Source: an optimization exercise on an open RTL-to-GDS flow (aim: small area). Production flows keep margins and buffers that such runs may drop. Function was checked by simulation only, so behaviour that the tests miss may differ from the original.

$ cat flow/run.sh
#!/bin/bash
# synth_recipe.tcl (not shown) runs the flow's synth.tcl, then flattens the netlist and writes it again
# the make line also repeats each setting of config.mk as NAME=value (left out here)
make -C /OpenROAD-flow-scripts/flow DESIGN_CONFIG=/design/flow/config.mk WORK_HOME=/design/flow/orfs CLKGATE_MAP_FILE= SYNTH_SCRIPT=/design/flow/synth_recipe.tcl finish
$ cat flow/config.mk
export PLATFORM = sky130hd
export DESIGN_NAME = NfiVe32_CORE
export DESIGN_NICKNAME = NfiVe32_CORE
export VERILOG_FILES = /design/flow/design.v
export SDC_FILE = /design/flow/constraint.sdc
export NUM_CORES = 4
export LEC_CHECK = 0
export ABC_AREA = 1
export CAP_MARGIN = 30
export CORE_MARGIN = 2
export CORE_UTILIZATION = 45
export SLEW_MARGIN = 20
$ cat flow/constraint.sdc
create_clock -name core_clock -period 15.0 [get_ports {HCLK}]
set_input_delay 3.0000 -clock core_clock [delete_from_list [all_inputs] [get_ports {HCLK}]]
set_output_delay 3.0000 -clock core_clock [all_outputs]
set_load 0.01 [all_outputs]
$ cat flow/design.v
`timescale          1ns/1ps
`default_nettype    none
module RV32_DECOMP	(	
		input	wire [15:0]  IRi,
		output	wire [31:0]  IRo
);
	reg	[31:0]  Instout;
	wire[15:0]  InstIn;
	assign	InstIn	= 	IRi; 
	assign	IRo		=  	Instout;
	wire [1:0] op   =   InstIn[1:0];
	wire [2:0] fun3 =   InstIn[15:13];
	wire [1:0] fun2 =   InstIn[11:10];
	wire [1:0] fun  =   InstIn[6:5];
	wire [4:0] Brs1 =   InstIn[11:7];
	wire [4:0] Brs2 =   InstIn[6:2];
	always @(*) begin
		Instout = 32'd0;
	    case(op)
	        2'b00:	 
	            	case(fun3)
	                	3'b000:	 
							Instout = {	2'b00, InstIn[10:7], InstIn[12:11], InstIn[5], InstIn[6], 2'b00, 5'b00010, 3'b000, 2'b01, InstIn[4:2], 7'b0010011 };
	                	3'b010:	 
	                    	Instout = { 5'd0, InstIn[5], InstIn[12:10], InstIn[6], 2'b00,2'b01, InstIn[9:7], 3'b010,2'b01, InstIn[4:2], 7'b0000011 };
	                	3'b110:	 
	                    	Instout = { 5'd0, InstIn[5], InstIn[12], 2'b01, InstIn[4:2], 2'b01, InstIn[9:7], 3'b010, InstIn[11:10], InstIn[6], 2'b00, 7'b0100011 };
	            	endcase
	        2'b01:	 
	            	case(fun3)
	                	3'b000:  
	                    	Instout = { {6{InstIn[12]}}, InstIn[12], InstIn[6:2], InstIn[11:7], 3'b000, InstIn[11:7], 7'b0010011 };
	                	3'b001:	 
	                    	Instout = { InstIn[12], InstIn[8], InstIn[10:9], InstIn[6], InstIn[7], InstIn[2], InstIn[11], InstIn[5:3], InstIn[12], {8{InstIn[12]}}, 5'b00001, 7'b1101111 };
	                	3'b010:	 
	                    	Instout = { {6{InstIn[12]}}, InstIn[12], InstIn[6:2], 5'b00000, 3'b000, InstIn[11:7], 7'b0010011 };
	                	3'b011:	 
							case(Brs1)
								5'b00010:  
									Instout = { {3{InstIn[12]}}, InstIn[12], InstIn[4:3], InstIn[5], InstIn[2], InstIn[6], 4'd0, Brs1, 3'b000, Brs1, 7'b0010011 };
								default:   
									Instout = { {14{InstIn[12]}}, InstIn[12], InstIn[6:2], Brs1, 7'b0110111 };
							endcase
	                	3'b100:	 
	                    	case(fun2)
	                    		2'b00:	 
	                        		Instout = { 7'b0000000, InstIn[6:2], 2'b01, InstIn[9:7], 3'b101, 2'b01, InstIn[9:7], 7'b0010011 };
	                    		2'b01:	 
	                        		Instout = { 7'b0100000, InstIn[6:2], 2'b01, InstIn[9:7], 3'b101, 2'b01, InstIn[9:7], 7'b0010011 };
	                    		2'b10:	 
	                        		Instout = { {6{InstIn[12]}}, InstIn[12], InstIn[6:2], 2'b01, InstIn[9:7], 3'b111,2'b01, InstIn[9:7], 7'b0010011	};
	                    		2'b11:
	                        		if(!InstIn[12]) begin
										case(fun)
											2'b11:	 
												Instout = { 7'b0000000, 2'b01, InstIn[4:2], 2'b01, InstIn[9:7], 3'b111,2'b01, InstIn[9:7], 7'b0110011 };
											2'b10:	 
												Instout = { 7'b0000000, 2'b01, InstIn[4:2], 2'b01, InstIn[9:7], 3'b110, 2'b01, InstIn[9:7], 7'b0110011 };
											2'b01:	 
												Instout = { 7'b0000000, 2'b01, InstIn[4:2], 2'b01, InstIn[9:7], 3'b100, 2'b01, InstIn[9:7], 7'b0110011 };
											2'b00:	 
												Instout = { 7'b0100000, 2'b01, InstIn[4:2], 2'b01, InstIn[9:7], 3'b000, 2'b01, InstIn[9:7], 7'b0110011 };
										endcase
	                        		end
	                    	endcase
	                	3'b101:	 
	                    	Instout = { InstIn[12], InstIn[8], InstIn[10:9], InstIn[6], InstIn[7], InstIn[2], InstIn[11], InstIn[5:3], InstIn[12], {8{InstIn[12]}}, 5'b00000, 7'b1101111 };
	                	3'b110:	 
	                    	Instout = { InstIn[12], {2{InstIn[12]}}, InstIn[12], InstIn[6:5], InstIn[2], 5'b00000, 2'b01, InstIn[9:7], 3'b000, InstIn[11:10], InstIn[4:3], InstIn[12], 7'b1100011 };
	                	3'b111:	 
	                    	Instout = { InstIn[12], {2{InstIn[12]}}, InstIn[12], InstIn[6:5], InstIn[2], 5'b00000, 2'b01, InstIn[9:7], 3'b001, InstIn[11:10], InstIn[4:3], InstIn[12], 7'b1100011 };
	            	endcase
	        2'b10:	 
	            	case(fun3)
	                	3'b000:	 
	                    	Instout = { 7'b0000000, InstIn[6:2], InstIn[11:7], 3'b001, InstIn[11:7], 7'b0010011 };
	                	3'b010:	 
	                    	Instout = {	4'd0, InstIn[3:2], InstIn[12], InstIn[6:4],	2'b00, 5'b00010, 3'b010, InstIn[11:7], 7'b000011 };	                
	                	3'b100:	 
	                    	case(InstIn[12])
								1'b0: 
									if(!Brs2)	 
										Instout = {12'd0,Brs1,3'b000,5'b00000,7'b1100111};
									else		 
										Instout = { 7'b0000000,Brs2,5'b00000,3'b000,Brs1,7'b0110011 };
								1'b1: 
									if(!Brs2&&!Brs1)	 
										Instout = { 12'd1,5'd0,3'b000,5'd0,7'b1110011 };
									else if(!Brs2)		 
										Instout = { 12'd0,Brs1,3'b000,5'b00001,7'b1100111 };
									else 				 
										Instout = { 7'b0000000,Brs2,Brs1,3'b000,Brs1,7'b0110011 };
							endcase
	                	3'b110:	 
	                    	Instout = {	4'd0,InstIn[8:7], InstIn[12], InstIn[6:2], 5'b00010,3'b010,	InstIn[11:9], 2'b00,7'b0100011 };
					endcase
	    endcase
	end
endmodule
module mirror (
	input [31:0] in, 
	output reg [31:0] out
);
    integer i;
    always @ *
        for(i=0; i<32; i=i+1)
            out[i] = in[31-i];
endmodule
module shr(
	input [31:0] a, 
	output [31:0] r, 
	input [4:0] shamt, 
	input ar 
);
    wire [31:0] r1, r2, r3, r4;
    wire fill = ar ? a[31] : 1'b0;
    assign r1 = shamt[0] ? {{1{fill}}, a[31:1]} : a;
    assign r2 = shamt[1] ? {{2{fill}}, r1[31:2]} : r1;
    assign r3 = shamt[2] ? {{4{fill}}, r2[31:4]} : r2;
    assign r4 = shamt[3] ? {{8{fill}}, r3[31:8]} : r3;
    assign r = shamt[4] ? {{16{fill}}, r4[31:16]} : r4;
endmodule
module shift(
	input wire [31:0] a,
	input wire [4:0] shamt,
	input wire [1:0] typ,	 
	output wire [31:0] r
);
    wire [31 : 0] ma, my, y, x, sy;
    mirror m1(.in(a), .out(ma));
    mirror m2(.in(y), .out(my));
    assign x = typ[0] ? ma : a;
    shr sh0(.a(x), .r(y), .shamt(shamt), .ar(typ[1]));
    assign r = typ[0] ? my : y;
endmodule
module ALU(
	input   wire [31:0] a, b,
	input   wire [4:0]  shamt,
	output  reg  [31:0] r,
	output  wire        cf, zf, vf, sf,
	input   wire [3:0]  alufn
);
    wire [31:0] add, sub, op_b;
    wire cfa, cfs;
    assign op_b = (~b);
    assign {cf, add} = alufn[0] ? (a + op_b + 1'b1) : (a + b);
    assign zf = (add == 0);
    assign sf = add[31];
    assign vf = (a[31] ^ (op_b[31]) ^ add[31] ^ cf);
    wire[31:0] sh;
    shift shift0 (
        .a(a),
        .shamt(shamt),
        .typ(alufn[1:0]),
        .r(sh)
	);
    always @ * begin
				(* full_case *)
				(* parallel_case *)
        case (alufn)
            4'b00_00 : r = add;
            4'b00_01 : r = add;
            4'b00_11 : r = b;
            4'b01_00:  r = a | b;
            4'b01_01:  r = a & b;
            4'b01_11:  r = a ^ b;
            4'b10_00:  r=sh;
            4'b10_01:  r=sh;
            4'b10_10:  r=sh;
            4'b11_01:  r = {31'b0,(sf != vf)};
            4'b11_11:  r = {31'b0,(~cf)};
			default:	r = add;
        endcase
    end
endmodule
module IMMGEN (
    input  wire [31:0]  INSTR,
    output reg  [31:0]  IMM
);
always @(*) begin
	case (INSTR[6:2])
		5'b00_100   : 	IMM = { {21{INSTR[31]}}, INSTR[30:25], INSTR[24:21], INSTR[20] };
		5'b01_000     :   	IMM = { {21{INSTR[31]}}, INSTR[30:25], INSTR[11:8], INSTR[7] };
		5'b01_101       :   	IMM = { INSTR[31], INSTR[30:20], INSTR[19:12], 12'b0 };
		5'b00_101     :   	IMM = { INSTR[31], INSTR[30:20], INSTR[19:12], 12'b0 };
		5'b11_011       : 	IMM = { {12{INSTR[31]}}, INSTR[19:12], INSTR[20], INSTR[30:25], INSTR[24:21], 1'b0 };
		5'b11_001      : 	IMM = { {21{INSTR[31]}}, INSTR[30:25], INSTR[24:21], INSTR[20] };
		5'b11_000    : 	IMM = { {20{INSTR[31]}}, INSTR[7], INSTR[30:25], INSTR[11:8], 1'b0};
		default           : 	IMM = { {21{INSTR[31]}}, INSTR[30:25], INSTR[24:21], INSTR[20] }; 
	endcase
end
endmodule
module RV32_DEC(
    input [31:0] INSTR,
    output	reg  [3:0]	  alu_fn,
    output alu_op2_src
);
    wire [2:0]  func3       =   INSTR[14:12];
    wire [6:0]  func7       =   INSTR[31:25];
    wire [11:0] csr         =   INSTR[31:20];
    wire [4:0]  opcode      =   INSTR[6:2];
    wire        W32         =   1; 
    wire        I           =   W32 & (opcode == 5'b00_100);
	wire        R           =   W32 & (opcode == 5'b01_100);
	wire        IorR        =   I | R;
	wire        instr_logic = 	((IorR==1'b1) && ((func3==3'b100) || (func3==3'b111) || (func3==3'b110)));
	wire        instr_shift = 	((IorR==1'b1) && ((func3==3'b001) || (func3==3'b101) ));
    wire        instr_slt   = 	((IorR==1'b1) && (func3==3'b010));
	wire        instr_sltu  = 	((IorR==1'b1) && (func3==3'b011));
	wire        instr_store = 	W32 & (opcode == 5'b01_000);
	wire        instr_load  = 	W32 & (opcode == 5'b00_000);
	wire        instr_add   = 	R & (func3 == 3'b000) & (~func7[5]);
	wire        instr_sub   = 	R & (func3 == 3'b000) & (func7[5]);
	wire        instr_addi  = 	I & (func3 == 3'b000);
	wire        instr_lui   = 	W32 & (opcode == 5'b01_101);
	wire        instr_auipc = 	W32 & (opcode == 5'b00_101);
	wire        instr_branch= 	W32 & (opcode == 5'b11_000);
	wire        instr_jalr  = 	W32 & (INSTR[6:2] == 5'b11_001);
	wire        instr_jal   = 	W32 & (INSTR[6:2] == 5'b11_011);
	wire        instr_sll   = 	((IorR==1'b1) && (func3 == 3'b001) && (func7 == 7'b0));
	wire        instr_srl   = 	((IorR==1'b1) && (func3 == 3'b101) && (func7 == 7'b0));
	wire        instr_sra   = 	((IorR==1'b1) && (func3 == 3'b101) && (func7 != 7'b0));
	wire        instr_and   = 	((IorR==1'b1) && (func3 == 3'b111));
	wire        instr_or    = 	((IorR==1'b1) && (func3 == 3'b110));
	wire        instr_xor   = 	((IorR==1'b1) && (func3 == 3'b100));
    assign      alu_op2_src =   R;
    always @ * begin
            case (1'b1)
                instr_load  :   alu_fn = 4'b00_00;
                instr_addi  :   alu_fn = 4'b00_00;
                instr_store :   alu_fn = 4'b00_00;
                instr_add   :   alu_fn = 4'b00_00;
                instr_jalr  :   alu_fn = 4'b00_00;
                instr_lui   :   alu_fn = 4'b00_11;
                instr_sll   :   alu_fn = 4'b10_01;
                instr_srl   :   alu_fn = 4'b10_00;
                instr_sra   :   alu_fn = 4'b10_10;
                instr_slt   :   alu_fn = 4'b11_01;
                instr_sltu  :   alu_fn = 4'b11_11;
                instr_and   :   alu_fn = 4'b01_01;
                instr_or    :   alu_fn = 4'b01_00;
                instr_xor   :   alu_fn = 4'b01_11;
                default     :   alu_fn = 4'b00_01;
            endcase
        end
endmodule
module BRANCH (
		input [2:0] 	cond,
		input [31:0] 	R1, R2,
		output reg		taken
);
	wire 		zf, cf, vf, sf;
	wire [31:0] add, op_b;
	assign op_b         = (~R2);
    assign {cf, add}    = (R1 + op_b + 1'b1);
    assign zf           = (add == 0);
    assign sf           = add[31];
    assign vf           = (R1[31] ^ (op_b[31]) ^ add[31] ^ cf);
	always @ * begin
      (* full_case *)
      case(cond)
          3'b000: 	taken = zf;          	 
          3'b001: 	taken = ~zf;         	 
          3'b100: 	taken = (sf != vf);  	 
          3'b101: 	taken = (sf == vf);  	 
          3'b110: taken = (~cf);      	 
          3'b111: taken = (cf);       	 
          default: 	taken = 1'b0;
      endcase
	end
endmodule
module mrdata_align(
    input wire [31:0] d,
    output wire [31:0] ed,
    input wire [1:0] size,
    input wire [1:0] A,
    input wire sign
);
    wire [31:0] s_ext, u_ext;
    wire [7:0] b;
    wire [15:0] hword;
    assign b = 	(A==2'd0) ? d[7:0] :
                	(A==2'd1) ? d[15:8] :
                	(A==2'd2) ? d[23:16] : d[31:24];
    assign hword = 	(A[1]==0) ? d[15:0] : d[31:16];
    assign u_ext =  (size==2'd0)  ? {24'd0,b}  :
                    (size==2'd1)  ? {16'd0,hword} : d;
    assign s_ext =  (size==2'd0)  ? {{24{b[7]}},b}   :
                    (size==2'd1)  ? {{24{hword[15]}},hword} : d;
    assign ed = sign ? u_ext : s_ext;
endmodule
module mwdata_align(
    input wire [31:0] d,
    output wire [31:0] fd,
    input wire [1:0] size,
    input wire [1:0] A
  );
    wire [7:0] b = d[7:0];
    wire [15:0] hword = d[15:0];
    wire [31:0] byte_word, hw_word;
    assign  byte_word = (A==2'd0) ? d :
                        (A==2'd1) ? {16'd0, b, 8'd0} :
                        (A==2'd2) ? {8'd0, b, 16'd0} : {b, 24'd0} ;
    assign  hw_word   = (~A[1])  ? d : {hword, 16'd0};
    assign fd = (size==2'd0) ? byte_word :
                (size==2'd1) ? hw_word : d;
endmodule
module NfiVe32_FU(
    input wire [31:0]   IDATA0,
    input wire [31:0]   IDATA1,
    input wire [31:0]   PC,
    input wire          C1,
    output wire [31:0]  INSTR,
    output wire         IS32
);
    wire [31:0] instr32;
    wire [31:0] instr   =   (~C1 & ~PC[1]) ? IDATA0 :                    
                            (~C1 & PC[1]) ? {16'h0, IDATA0[31:16]} :     
                            {IDATA0[15:0], IDATA1[31:16]} ;              
    wire        is32    =   instr[0] & instr[1];
    RV32_DECOMP nfive_decomp (.IRi(instr[15:0]), .IRo(instr32));
    assign INSTR    =   is32 ? instr : instr32;
    assign IS32     =   is32;
endmodule
module NfiVe32_XU(
    output wire [31:0]  ALUR,
    output wire [31:0]  NPC,
    output wire [31:0]  PC24,
    output wire [31:0]  PCI,
    input wire [31:0]   PC,
    input wire [31:0]   INSTR,
    input wire [31:0]   R1,
    input wire [31:0]   R2, 
    input wire          IS32
);
    wire        instr_branch    = 	(INSTR[6:2] == 5'b11_000);
	wire        instr_jalr      = 	(INSTR[6:2] == 5'b11_001);
	wire        instr_jal       = 	(INSTR[6:2] == 5'b11_011);
    wire        alu_op2_src;
    wire [31:0] imm;
    wire [31:0] pc4         = PC + 32'h4;
    wire [31:0] pc2         = PC + 32'h2;
    wire [31:0] pci         = PC + imm;
    wire [31:0] alu_op2     = alu_op2_src ? R2 : imm;
    wire [4:0]  alu_shamt 	= alu_op2[4:0]; 
    wire [3:0]  alu_fn;
    wire        branch_taken;
    IMMGEN      immgen      (.INSTR(INSTR), .IMM(imm));
	ALU
				alu         (.a(R1), .b(alu_op2),.shamt(alu_shamt),.r(ALUR),.alufn(alu_fn));
	BRANCH      brunint     (.cond(INSTR[14:12]),.R1(R1),.R2(R2),.taken(branch_taken));
	RV32_DEC    decoder     (.INSTR(INSTR),.alu_fn(alu_fn),.alu_op2_src(alu_op2_src));
    assign NPC = ((branch_taken & instr_branch) | (instr_jal)) ? pci :  (instr_jalr) ? ALUR : IS32 ? pc4 : pc2;
    assign PC24 = IS32 ? pc4 : pc2;
    assign PCI = pci;
endmodule
module NfiVe32_RF (
	input			HCLK,							 
	input			WR,
	input [ 4:0]	RA,
	input [ 4:0]	RB,
	input [ 4:0]	RW,
	input [31:0]	DW, 
	output [31:0]	DA, 
	output [31:0]	DB
);
 	reg [31:0] RF [31:0];
	assign DA = RF[RA] & {32{~(RA==5'd0)}};
	assign DB = RF[RB] & {32{~(RB==5'd0)}};
	always @ (posedge HCLK) 
		if(WR)
			if(RW!=5'd0) begin 
				RF[RW] <= DW;
			end
endmodule
module NfiVe_MDU (
	input clk,
	input rst_n,
	input start,
	output done,
	input [2:0] op,
	input mul_div,
	input [31:0] op1, op2,
	output [31:0] result
);
	wire [31:0] result_m, result_d;
	wire done_m, done_d;
	wire start_m, start_d;
	assign result = mul_div ? result_m : result_d;
	assign done = mul_div ? done_m : done_d;
	assign start_m = mul_div & start;
	assign start_d = ~mul_div & start;
	div div_unit (
		.clk(clk),
		.rst(rst_n),
		.dividend_i(op1),      
		.divisor_i(op2),       
		.start_i(start_d),                 
		.op_i(op),                
		.reg_waddr_i(5'd0),
		.result_o(result_d),        
		.ready_o(done_d)             
	);
	mul mul_unit (
    	.clk(clk),
		.rst_n(rst_n),
    	.op1(op1), 
		.op2(op2),
    	.op(op),
    	.result(result_m),
    	.done(done_m),
    	.start(start_m)
	);
endmodule
module NfiVe32_CORE (
	input					HCLK,							 
	input					HRESETn,						 
	output 	wire [31:0]		HADDR,				 
	output 	wire [ 2:0]  	HSIZE,				 
	output 	wire [ 1:0]  	HTRANS,				 
	output 	wire [31:0]  	HWDATA,				 
	output 	wire         	HWRITE,				 
	input  	wire [31:0]  	HRDATA,				 
	input  	wire         	HREADY,				 
	output	wire			SLEEP,
  	input  	wire         	NMI,				 
  	input  	wire         	IRQ,				 
    input  	wire [4:0]   	IRQ_NUM,			 
  	input  	wire 	    	SYSTICKCLK,			 
	output	wire			SYSTICKINT,
  	output 	wire [31:0]		IRQ_MASK,
	output	wire			SAFE_TO_HALT
);
    reg [1:0]   CYC, NCYC;
    reg         RUN;
    reg         IS32;
    reg         INEXCEPTION;
    reg [31:0]  PC;
	reg [31:0]  PCI;
    reg [31:0]  IDATA;
    reg [31:0]  PC24;
    reg [31:0]  INSTR;
	reg [31:0] ALU_R;
    reg [31:0]  CSR_CYCLE; 
    reg [31:0]  CSR_INSTRET;
    reg [31:0]  CSR_TIME;
    reg [31:0]  CSR_TIMELOAD;
    reg [31:0]  CSR_MIE;
    reg [31:0]  CSR_IRQMASK;
    reg [31:0]  CSR_EPC;
    wire [31:0] instr;
    wire [31:0] hrdata;
    wire [31:0] hwdata;
    wire [31:0] alur;
    wire [31:0] npc;
    wire [31:0] pc24, pci;
    wire        is32;
    wire        tmr_int;
    wire        unaligned = PC[1] & HRDATA[16] & HRDATA[17];
    wire        C0 = (CYC==2'h0), C1 = (CYC==2'h1), C2 = (CYC==2'h2), C3 = (CYC==2'h3);
    wire        shamt 	    =   INSTR[24:20];
	wire [6:0]	func7		=	INSTR[31:25];
	wire [2:0]	func3		=	INSTR[14:12];
    wire        instr_i     =   (INSTR[6:2] == 5'b00_100);
	wire        instr_r     =   (INSTR[6:2] == 5'b01_100);
    wire        instr_lui   = 	(INSTR[6:2] == 5'b01_101);
	wire        instr_auipc = 	(INSTR[6:2] == 5'b00_101);
	wire        instr_branch = 	(INSTR[6:2] == 5'b11_000);
	wire        instr_jalr  = 	(INSTR[6:2] == 5'b11_001);
	wire        instr_jal   = 	(INSTR[6:2] == 5'b11_011);
    wire        instr_store = 	(INSTR[6:2] == 5'b01_000);
	wire        instr_load  = 	(INSTR[6:2] == 5'b00_000);
	wire		instr_muldiv	=	instr_r & (INSTR[31:25] == 7'b1);
    wire [11:0] csr_num     =   INSTR[31:20]; 
    wire        instr_priv  =   (INSTR[6:2] ==  5'h1C);
    wire	    instr_rdcsr	=	instr_priv & (INSTR[14:12] == 3'd2);
    wire        instr_wrcsr =   instr_priv & (INSTR[14:12] == 3'd1);
    wire        instr_ecall =   instr_priv & (INSTR[14:12] == 3'b0) & (csr_num == 12'h0);
    wire        instr_ebreak=   instr_priv & (INSTR[14:12] == 3'b0) & (csr_num == 12'h1);
	wire        instr_mret  =   instr_priv & (INSTR[14:12] == 3'b0) & (csr_num == 12'h302);
	wire        instr_wfi   =   instr_priv & (INSTR[14:12] == 3'b0) & (csr_num == 12'h105);
    wire        rf_wr       =   instr_load | instr_r | instr_i | instr_jal | instr_jalr | instr_lui | instr_auipc;
    wire        exception   =   (CSR_MIE[0] & ((tmr_int & CSR_MIE[1]) | (IRQ & CSR_MIE[2]))) | NMI | instr_ecall;
    wire [31:0] pc_ex       =   instr_ecall ?   32'd12              :
								instr_ebreak?	32'd16				:
                                NMI         ?   32'd4               :
                                tmr_int     ?   32'd8               :
                                IRQ         ?   (32'd64+(IRQ_NUM<<2)) :   32'd60;
    assign IRQ_MASK = CSR_IRQMASK;
	wire [4:0] rs1 	    = 	INSTR[19:15];
	wire [4:0] rs2 	    = 	INSTR[24:20];
	wire [4:0] rd 	    = 	INSTR[11:7];
	wire [31:0] r1, r2;
	wire [31:0] rf_dw	= 	(instr_jal | instr_jalr)    ?   PC24    : 
                            (instr_auipc)               ?   PCI     : 
                            (instr_load)                ?   hrdata  : 
                            (instr_rdcsr)               ?   csr     :   
							(instr_muldiv)				?	mul_div_r : alur;
	NfiVe32_RF RF (
		.HCLK(HCLK),
		.WR(rf_wr & C3),
		.RA(rs1),
		.RB(rs2),
		.RW(rd),
		.DW(rf_dw),
		.DA(r1),
		.DB(r2)
	);
    wire [31:0] csr =   (csr_num==12'hC00) ? CSR_CYCLE      :
                        (csr_num==12'hC01) ? CSR_TIME       :
                        (csr_num==12'hC02) ? CSR_INSTRET    :
                        (csr_num==12'hC03) ? CSR_TIMELOAD   :   
                        (csr_num==12'h304) ? CSR_MIE        :   
                        (csr_num==12'h310) ? CSR_IRQMASK    :   
                        32'hBAAAAAAD;
    assign HADDR        = ~RUN ? 32'h0 : C3 ? {PC[31:2],2'b0} : C0 ? ({PC[31:2],2'b0}+32'h4) : C2 ? alur : 32'd0;
    assign HTRANS[0]    = 1'h0;
    assign HTRANS[1]    = ~RUN | C3 | (C0 & unaligned) | (C2 & (instr_load | instr_store));
    assign HWRITE       = C2 & instr_store;
    assign HSIZE        = {1'b0,INSTR[13:12]};
    assign HWDATA       = (C3 & instr_store) ? hwdata : 32'd0;
	assign SLEEP = C3 & instr_wfi;
    mrdata_align mralign(
        .d(HRDATA),
        .ed(hrdata),
        .size(HSIZE[1:0]),
		.A(ALU_R[1:0]),
        .sign(INSTR[14])
    );
    mwdata_align mwalign(
        .d(r2),
        .fd(hwdata),
        .size(HSIZE[1:0]),
        .A(alur[1:0])
    );
	NfiVe32_FU fetch_unit(
        .IDATA0(HRDATA),
        .IDATA1(IDATA),
        .PC(PC),
        .C1(C1),
        .INSTR(instr),
        .IS32(is32)
    );
    NfiVe32_XU exec_unit(
        .ALUR(alur),
        .NPC(npc),
        .PC24(pc24),
        .PCI(pci),
        .PC(PC),
        .INSTR(INSTR),
        .R1(r1),
        .R2(r2), 
        .IS32(IS32)
    );
	wire [31:0] mul_div_r;
	wire mul_div_start = C2 & instr_muldiv;
	wire mul_div_done;
	NfiVe_MDU MULDIV(
		.clk(HCLK), 
		.rst_n(HRESETn), 
		.start(mul_div_start), 
		.done(mul_div_done), 
		.mul_div(~func3[2]), 
		.op(func3), 
		.op1(r1), 
		.op2(r2), 
		.result(mul_div_r)
	);
    always @*
        case (CYC)
            2'h0:   	if(HREADY) begin
	            			if(~PC[1]) NCYC = 2'h2;                          
	                    	else if(HRDATA[16]&HRDATA[17]) NCYC = 2'h1;      
	                    	else NCYC = 2'h2;                                
                    	end 
                    	else 
                    		NCYC = 2'h0;
            2'h1:   	if(HREADY) 
            				NCYC = 2'h2; 
            			else 
            				NCYC = 2'h1;
            2'h2:   	if(instr_muldiv) begin
							if(mul_div_done)
								NCYC = 2'h3;
							else 
								NCYC = 2'h2;
						end else 
							NCYC = 2'h3;
            2'h3:   	if(HREADY) 
            				NCYC = 2'h0; 
            			else 
            				NCYC = 2'h3; 
            default: 	NCYC = 2'h0;
        endcase
    always @(posedge HCLK or negedge HRESETn)
		if(!HRESETn) RUN <= 0;
		else RUN <= 1;
    always @ (posedge HCLK or negedge HRESETn) if(!HRESETn) CYC <= 2'h0; else begin
        if(RUN) CYC <= NCYC;
    end
    always @ (posedge HCLK or negedge HRESETn) if(!HRESETn) INEXCEPTION <= 1'h0; else begin
		if(exception & C3 & !INEXCEPTION) INEXCEPTION <= 1'h1;
        else if(instr_mret & C3) INEXCEPTION <= 1'h0;
    end
    always @ (posedge HCLK or negedge HRESETn) if(!HRESETn) IDATA <= 32'h0; else begin
        if(C0)    
            IDATA <= HRDATA; 
    end
	always @(posedge HCLK or negedge HRESETn)
		if(!HRESETn) ALU_R <= 0;
		else if(C2) ALU_R <= alur;
    always @ (posedge HCLK or negedge HRESETn) if(!HRESETn) INSTR <= 32'h0; else begin
        if(C0 | C1)    
            INSTR <= instr; 
    end
    always @ (posedge HCLK or negedge HRESETn) if(!HRESETn) IS32 <= 1'h0; else begin
        if(C0 | C1) IS32 <= is32;
    end
    always @ (posedge HCLK or negedge HRESETn) if(!HRESETn) PC24 <= 32'h0; else begin
        if(C2)    
            PC24 <= pc24; 
    end
	always @ (posedge HCLK or negedge HRESETn) if(!HRESETn) PCI <= 32'h0; else begin
        if(C2)    
            PCI <= pci; 
    end
    always @ (posedge HCLK or negedge HRESETn) if(!HRESETn) PC <= 32'h0; else begin
        if(C2 & instr_mret)
            PC <= CSR_EPC;
		else if(C2 & exception & !INEXCEPTION)
            PC <= pc_ex;
        else if(C2 & ~mul_div_start)    
            PC <= npc; 
		else if(C2 & mul_div_start & mul_div_done)    
            PC <= npc; 
    end
    always @ (posedge HCLK or negedge HRESETn) if(!HRESETn) CSR_INSTRET <= 32'h0; else begin
        if(C3 & HREADY)    
            CSR_INSTRET <= CSR_INSTRET + 32'h1;
    end
    always @ (posedge HCLK or negedge HRESETn) if(!HRESETn) CSR_CYCLE <= 32'h0; else begin   
            if(RUN) CSR_CYCLE <= CSR_CYCLE + 32'h1;
    end
    wire    csr_time_zero   =   (CSR_TIME == 32'h0);
    assign  tmr_int         =   csr_time_zero;
	assign	SYSTICKINT		=	tmr_int;
    always @ (posedge HCLK or negedge HRESETn) if(!HRESETn) CSR_TIME <= 32'hFFFF_FFFF; else begin   
        if(instr_wrcsr & (csr_num == 12'hC03))
			CSR_TIME <= r1;	
		else if(SYSTICKCLK)
            if(csr_time_zero)
                CSR_TIME <= CSR_TIMELOAD;
            else 
                CSR_TIME <= CSR_TIME - 32'h1;
    end
    always @ (posedge HCLK or negedge HRESETn) if(!HRESETn) CSR_TIMELOAD <= 32'hFFFF_FFFF; else begin   
        if(instr_wrcsr & (csr_num == 12'hC03))
            CSR_TIMELOAD <= r1;
    end
    always @ (posedge HCLK or negedge HRESETn) if(!HRESETn) CSR_MIE <= 32'h0; else begin   
        if(instr_wrcsr & (csr_num == 12'h304))
            CSR_MIE <= r1;
    end
    always @ (posedge HCLK or negedge HRESETn) if(!HRESETn) CSR_IRQMASK <= 32'h0; else begin   
        if(instr_wrcsr & (csr_num == 12'h310))
            CSR_IRQMASK <= r1;
    end
    always @ (posedge HCLK or negedge HRESETn) if(!HRESETn) CSR_EPC <= 32'h0; else begin   
        if(exception & C2 & !INEXCEPTION)
            CSR_EPC <= npc;
    end
	assign SAFE_TO_HALT = (~(instr_store | instr_load)) & C2;
endmodule
module mul #(parameter size = 32) (
    input clk, 
    input rst_n,
    input [size-1:0] op1, op2,
    input [2:0] op,
    output wire [size-1:0] result,
    output done,
    input start
);
    reg[2*size-1:0] mul_temp;
    reg[2*size-1:0] mul_temp_invert;
    reg [size-1:0] mul_op1, mul_op2;
    wire [size-1:0] reg1_data_invert = ~op1 + 1;
    wire [size-1:0] reg2_data_invert = ~op2 + 1;
    reg [1:0] cntr;
    always @(posedge clk or negedge rst_n)
        if(~rst_n) cntr <= 2'b00;
        else 
            if(start) 
                cntr <= cntr + 1'b1; 
            else 
                cntr <= 2'b00;
    always @ (posedge clk) if(start) begin
        case (op)
                3'b000, 3'b011: begin
                    mul_op1 <= op1;
                    mul_op2 <= op2;
                end
                3'b010: begin
                    mul_op1 <= (op1[31] == 1'b1)? (reg1_data_invert): op1;
                    mul_op2 <= op2;
                end
                3'b001: begin
                    mul_op1 <= (op1[31] == 1'b1)? (reg1_data_invert): op1;
                    mul_op2 <= (op2[31] == 1'b1)? (reg2_data_invert): op2;
                end
                default: begin
                    mul_op1 <= op1;
                    mul_op2 <= op2;
                end
        endcase
    end
    always @(posedge clk) begin
        mul_temp <= mul_op1 * mul_op2;
        mul_temp_invert <= ~mul_temp + 1;
    end
    reg [31:0] reg_wdata;
    always @* begin
        case (op)
            3'b000: reg_wdata = mul_temp[31:0];
            3'b011: reg_wdata = mul_temp[63:32];
            3'b001: 
                case ({op1[31], op2[31]})
                    2'b00: reg_wdata = mul_temp[63:32];
                    2'b11: reg_wdata = mul_temp[63:32];
                    2'b10: reg_wdata = mul_temp_invert[63:32];
                    default: reg_wdata = mul_temp_invert[63:32];
                endcase
            3'b010: begin
                if (op1[31] == 1'b1) begin
                    reg_wdata = mul_temp_invert[63:32];
                end else begin
                    reg_wdata = mul_temp[63:32];
                end
            end
            default: reg_wdata = mul_temp[31:0];
        endcase
    end
    assign result = reg_wdata;
    assign done = (cntr == 2'b10);
endmodule
module div(
    input wire clk,
    input wire rst,
    input wire[31:0] dividend_i,       
    input wire[31:0] divisor_i,        
    input wire start_i,                   
    input wire[2:0] op_i,                 
    input wire[4:0] reg_waddr_i,  
    output reg[31:0] result_o,         
    output reg ready_o,                   
    output reg busy_o,                   
    output reg[4:0] reg_waddr_o   
    );
    localparam STATE_IDLE  = 4'b0001;
    localparam STATE_START = 4'b0010;
    localparam STATE_CALC  = 4'b0100;
    localparam STATE_END   = 4'b1000;
    reg[31:0] dividend_r;
    reg[31:0] divisor_r;
    reg[2:0] op_r;
    reg[3:0] state;
    reg[31:0] count;
    reg[31:0] div_result;
    reg[31:0] div_remain;
    reg[31:0] minuend;
    reg invert_result;
    wire op_div = (op_r == 3'b100);
    wire op_divu = (op_r == 3'b101);
    wire op_rem = (op_r == 3'b110);
    wire op_remu = (op_r == 3'b111);
    wire[31:0] dividend_invert = (-dividend_r);
    wire[31:0] divisor_invert = (-divisor_r);
    wire minuend_ge_divisor = minuend >= divisor_r;
    wire[31:0] minuend_sub_res = minuend - divisor_r;
    wire[31:0] div_result_tmp = minuend_ge_divisor? ({div_result[30:0], 1'b1}): ({div_result[30:0], 1'b0});
    wire[31:0] minuend_tmp = minuend_ge_divisor? minuend_sub_res[30:0]: minuend[30:0];
    always @ (posedge clk) begin
        if (rst == 1'b0) begin
            state <= STATE_IDLE;
            ready_o <= 1'b0;
            result_o <= 32'h0;
            div_result <= 32'h0;
            div_remain <= 32'h0;
            op_r <= 3'h0;
            reg_waddr_o <= 32'h0;
            dividend_r <= 32'h0;
            divisor_r <= 32'h0;
            minuend <= 32'h0;
            invert_result <= 1'b0;
            busy_o <= 1'b0;
            count <= 32'h0;
        end else begin
            case (state)
                STATE_IDLE: begin
                    if (start_i == 1'b1) begin
                        op_r <= op_i;
                        dividend_r <= dividend_i;
                        divisor_r <= divisor_i;
                        reg_waddr_o <= reg_waddr_i;
                        state <= STATE_START;
                        busy_o <= 1'b1;
                    end else begin
                        op_r <= 3'h0;
                        reg_waddr_o <= 32'h0;
                        dividend_r <= 32'h0;
                        divisor_r <= 32'h0;
                        ready_o <= 1'b0;
                        result_o <= 32'h0;
                        busy_o <= 1'b0;
                    end
                end
                STATE_START: begin
                    if (start_i == 1'b1) begin
                        if (divisor_r == 32'h0) begin
                            if (op_div | op_divu) begin
                                result_o <= 32'hffffffff;
                            end else begin
                                result_o <= dividend_r;
                            end
                            ready_o <= 1'b1;
                            state <= STATE_IDLE;
                            busy_o <= 1'b0;
                        end else begin
                            busy_o <= 1'b1;
                            count <= 32'h40000000;
                            state <= STATE_CALC;
                            div_result <= 32'h0;
                            div_remain <= 32'h0;
                            if (op_div | op_rem) begin
                                if (dividend_r[31] == 1'b1) begin
                                    dividend_r <= dividend_invert;
                                    minuend <= dividend_invert[31];
                                end else begin
                                    minuend <= dividend_r[31];
                                end
                                if (divisor_r[31] == 1'b1) begin
                                    divisor_r <= divisor_invert;
                                end
                            end else begin
                                minuend <= dividend_r[31];
                            end
                            if ((op_div && (dividend_r[31] ^ divisor_r[31] == 1'b1))
                                || (op_rem && (dividend_r[31] == 1'b1))) begin
                                invert_result <= 1'b1;
                            end else begin
                                invert_result <= 1'b0;
                            end
                        end
                    end else begin
                        state <= STATE_IDLE;
                        result_o <= 32'h0;
                        ready_o <= 1'b0;
                        busy_o <= 1'b0;
                    end
                end
                STATE_CALC: begin
                    if (start_i == 1'b1) begin
                        dividend_r <= {dividend_r[30:0], 1'b0};
                        div_result <= div_result_tmp;
                        count <= {1'b0, count[31:1]};
                        if (|count) begin
                            minuend <= {minuend_tmp[30:0], dividend_r[30]};
                        end else begin
                            state <= STATE_END;
                            if (minuend_ge_divisor) begin
                                div_remain <= minuend_sub_res;
                            end else begin
                                div_remain <= minuend;
                            end
                        end
                    end else begin
                        state <= STATE_IDLE;
                        result_o <= 32'h0;
                        ready_o <= 1'b0;
                        busy_o <= 1'b0;
                    end
                end
                STATE_END: begin
                    if (start_i == 1'b1) begin
                        ready_o <= 1'b1;
                        state <= STATE_IDLE;
                        busy_o <= 1'b0;
                        if (op_div | op_divu) begin
                            if (invert_result) begin
                                result_o <= (-div_result);
                            end else begin
                                result_o <= div_result;
                            end
                        end else begin
                            if (invert_result) begin
                                result_o <= (-div_remain);
                            end else begin
                                result_o <= div_remain;
                            end
                        end
                    end else begin
                        state <= STATE_IDLE;
                        result_o <= 32'h0;
                        ready_o <= 1'b0;
                        busy_o <= 1'b0;
                    end
                end
            endcase
        end
    end
endmodule
==> results by group <==
Outcome
  • Status: timing/DRC/antenna clean

Worst setup path
  • Slowest CP cell: dfrtp_1
  • Setup CP Type: flip-flop to output pin
  • Most frequent CP cell: nand2_1
  • CP endpoint kind: output pin
  • Crit path largest cell delay: 950 ps
  • Crit path launch type: flip-flop
  • Arr. time, crit path: 9590 ps
  • Reg2Reg Setup Slack: 4840 ps
  • Buf/Inv on CP: 7
  • Maximum fanout along the worst path: 94
  • Worst path top cell family by delay: buffers and inverters
  • Worst Path Required: 12000 ps

Clock network
  • CTS buffer count: 208
  • Clock transition at path regs: 60 ps
  • Clock Tree Buf Depth: 4
  • Resize count post-CTS: 0
  • TritonCTS clock tree: done
  • Post-CTS Setup Inserts: 0
  • # clock sinks: 1791
  • Clock Latency Late Sink: 960 ps
  • # hold bufs at CTS: 0
  • Clock root cell: clkbuf_16
  • H-tree Lvls: 4

Finish
  • Register area: 48700 um2
  • Largest regs: RF.RF: 1024 flops, MULDIV.mul_unit.mul_temp: 64 flops
  • Area grow syn2layout: 9.05%
  • Multi-input gate area: 79400 um2
  • Fin nets: 19.3k
  • Most frequent cells in the layout: nand2_1 (4771), inv_1 (2607), nand3_1 (1575)
  • Fraction of final layout cells with drive strength greater than 1: 0.0590
  • Largest Register: RF.RF
  • Largest register FFs: 1024
  • Most common cell after layout, fill and taps aside: nand2_1
  • Fill cells: 30.9k

Timing
  • Rel. slew slack: 0.145
  • Final TNS setup: 0 ps
  • Max Slew Vio Count: 0
  • Clock period minus worst slack: 12590 ps
  • Worst hold margin: 432 ps
  • Final Hold Vio Count: 0
  • F_max: 79.4 MHz
  • Final setup viols: 0
  • Setup WS post-layout: 2410 ps
  • Tcrit/Tclk final: 0.839
  • Worst-Margin Slew: 1280 ps
  • Worst Skew: 151 ps
  • RSZ-0062 raised after global routing: no

Placed design
  • Placer Congestion: 1.08
  • Hpwl dp: 426000 um
  • DP Worst Slack: 3670 ps
  • Number of I/O port buffers: 145

Global route
  • Total gr overflow: 0
  • Vias in the first global route: 126k
  • Initial antenna violation count: 37
  • Largest net degree at the start of global routing: 169
  • First-pass GRT wire length: 882000 um
  • Tot GR Track Use: 0.373

Detailed routing
  • Vias per cell: 5.97
  • First-pass DRT Iterations: 7
  • Mean routed wirelength per cell: 27.5 um
  • Initial DRC count: 17.1k
  • Final wirelength: 611000 um
  • Residual DRC: 0
  • Vias: 133k
  • Final ANT Viol Nets: 0

Logic synthesis
  • Register area share after synthesis: 0.343
  • #FFs+latches synth: 1791
  • Gate Count Post-Synth: 18.1k
  • Synth Flop Type: edfxtp_1
  • Biggest area consumer among synthesized cells: edfxtp_1
  • Area share of the largest cell type after synthesis: 0.230
  • Synth cell types: 94
  • Asr flop ratio synth: 0.209
  • Synthesized area: 142000 um2
  • Yosys Warn Count: 10
  • Number of synthesized flops with an enable pin: 1088
  • Syn avg cell area: 7.84 um2
  • Synth top area cells: edfxtp_1 (23%), fa_1 (13%), nand2_1 (13%), inv_1 (6.9%), nand3_1 (5.6%)

Die
  • Die extent in x: 566 um
  • Row Count: 206
  • Die area: 320000 um2
  • Starting Density: 0.452
  • Die height: 566 um
  • Core area: 314000 um2
  • # IOs: 148

Job
  • Max-Cap Viols: 0

Worst hold path
  • Worst hold path type: flip-flop to flip-flop
==> final timing paths <==
path / to / startpoint / depth (start not counted)
setup reg to reg: PC[3] / INSTR[20] / 35
max in group asynchronous: INSTR[17] / HRESETn / 4
setup / recovery: HWDATA[16] / INSTR[21] / 32
hold / removal: MULDIV.mul_unit.cntr[0] / MULDIV.mul_unit.cntr[0] / 1
min in group asynchronous: CSR_IRQMASK[13] / HRESETn / 1
hold reg to reg: MULDIV.mul_unit.cntr[0] / MULDIV.mul_unit.cntr[0] / 1
==> Yosys cell counts (23+ instances only) <==
cell / instances
nand2_1: 4780
inv_1: 2615
nand3_1: 1577
edfxtp_1: 1088
a21oi_1: 922
nor2_1: 921
fa_1: 901
o21ai_0: 885
clkbuf_1: 598
ha_1: 466
a22oi_1: 381
dfxtp_1: 328
dfrtp_1: 311
xor2_1: 281
buf_2: 251
o211ai_1: 155
nor3_1: 154
nand4_1: 144
a31oi_1: 125
o221ai_1: 104
xnor2_1: 80
a221oi_1: 77
buf_1: 75
nor4_1: 69
o2111ai_1: 66
dfstp_2: 64
o22ai_1: 64
o31ai_1: 57
buf_4: 56
inv_2: 54
o21ai_1: 41
o21a_1: 38
a211oi_1: 32
nand3_2: 31
or2_2: 26
buf_6: 24
clkinv_1: 23
==> metrics by stage <==
step / cell area, um2 / cells / utilization
after floorplan: 142000 / 18150 / -
after global placement: 148000 / 21787 / 0.469
after detailed placement: 148000 / 21802 / 0.470
after CTS: 155000 / 22185 / 0.492
after global routing: 155000 / 22208 / 0.493
final: 155000 / 22228 / 0.493
==> per-layer routing <==
layer  GRT usage  share of wire
met2       0.567           0.43
met3      0.0836           0.10
met4       0.222          0.070
met5           0        0.00036
met1       0.487           0.39
==> cell families (layout without fill, tap and decap cells) <==
logic type | Yosys count | after routing | share of synthesized area
adders and majority gates | 1367 | 1367 | 0.168
other | 2 | 58 | 0.0000529
AOI/OAI and AO/OA | 3077 | 3077 | 0.132
muxes | 8 | 8 | 0.000572
buffers and inverters | 3699 | 3594 | 0.103
and+or+nand+nor | 7812 | 7812 | 0.232
xor gates and xnor gates | 361 | 361 | 0.0223
DFF | 1791 | 1791 | 0.343
==> worst reg2reg max path: cells and delay by family (launching register included) <==
kind	cells	cell delay, ps
buf+inv	6	2480
simple gates	22	4670
flops	1	940
fa+ha+maj	1	580
compound gates	6	1460
==> final cells by class <==
class,count,area share
multi-input combinational,12660,0.512
sequential,1791,0.314
inverter,2695,0.0655
clock buffer,272,0.0365
tap,4160,0.0336
timing repair buffer,516,0.0302
clock inverter,111,0.00692
antenna,23,0.000371

re-timing with driven ports:
The results above use ideal ports. As a check the final layout listed here was re-extracted and re-timed, cells and wires unchanged. Step 1 assumes that a clkbuf_16 drives the clock port and a buf_2 every other input. Step 2 adds t to the input delays and takes it off the output delays; t is the mean of the earliest and latest rising clock arrival at the registers after step 1. Input paths then give back, and output paths get back, about the clock's delay inside the block. a / b / c = ideal ports / drivers / drivers and shift; a / b = the first two.
t (ns): 0.998
slack for setup (ns): 2.413 / 2.296 / 3.294
worst data-port slew with drivers (ns): 0.06
cell pins on the clock port's net: 1
After both steps setup and hold are still met in this run. For this run, drivers alone change the setup slack by -0.117 ns; drivers and shift together by +0.881 ns.
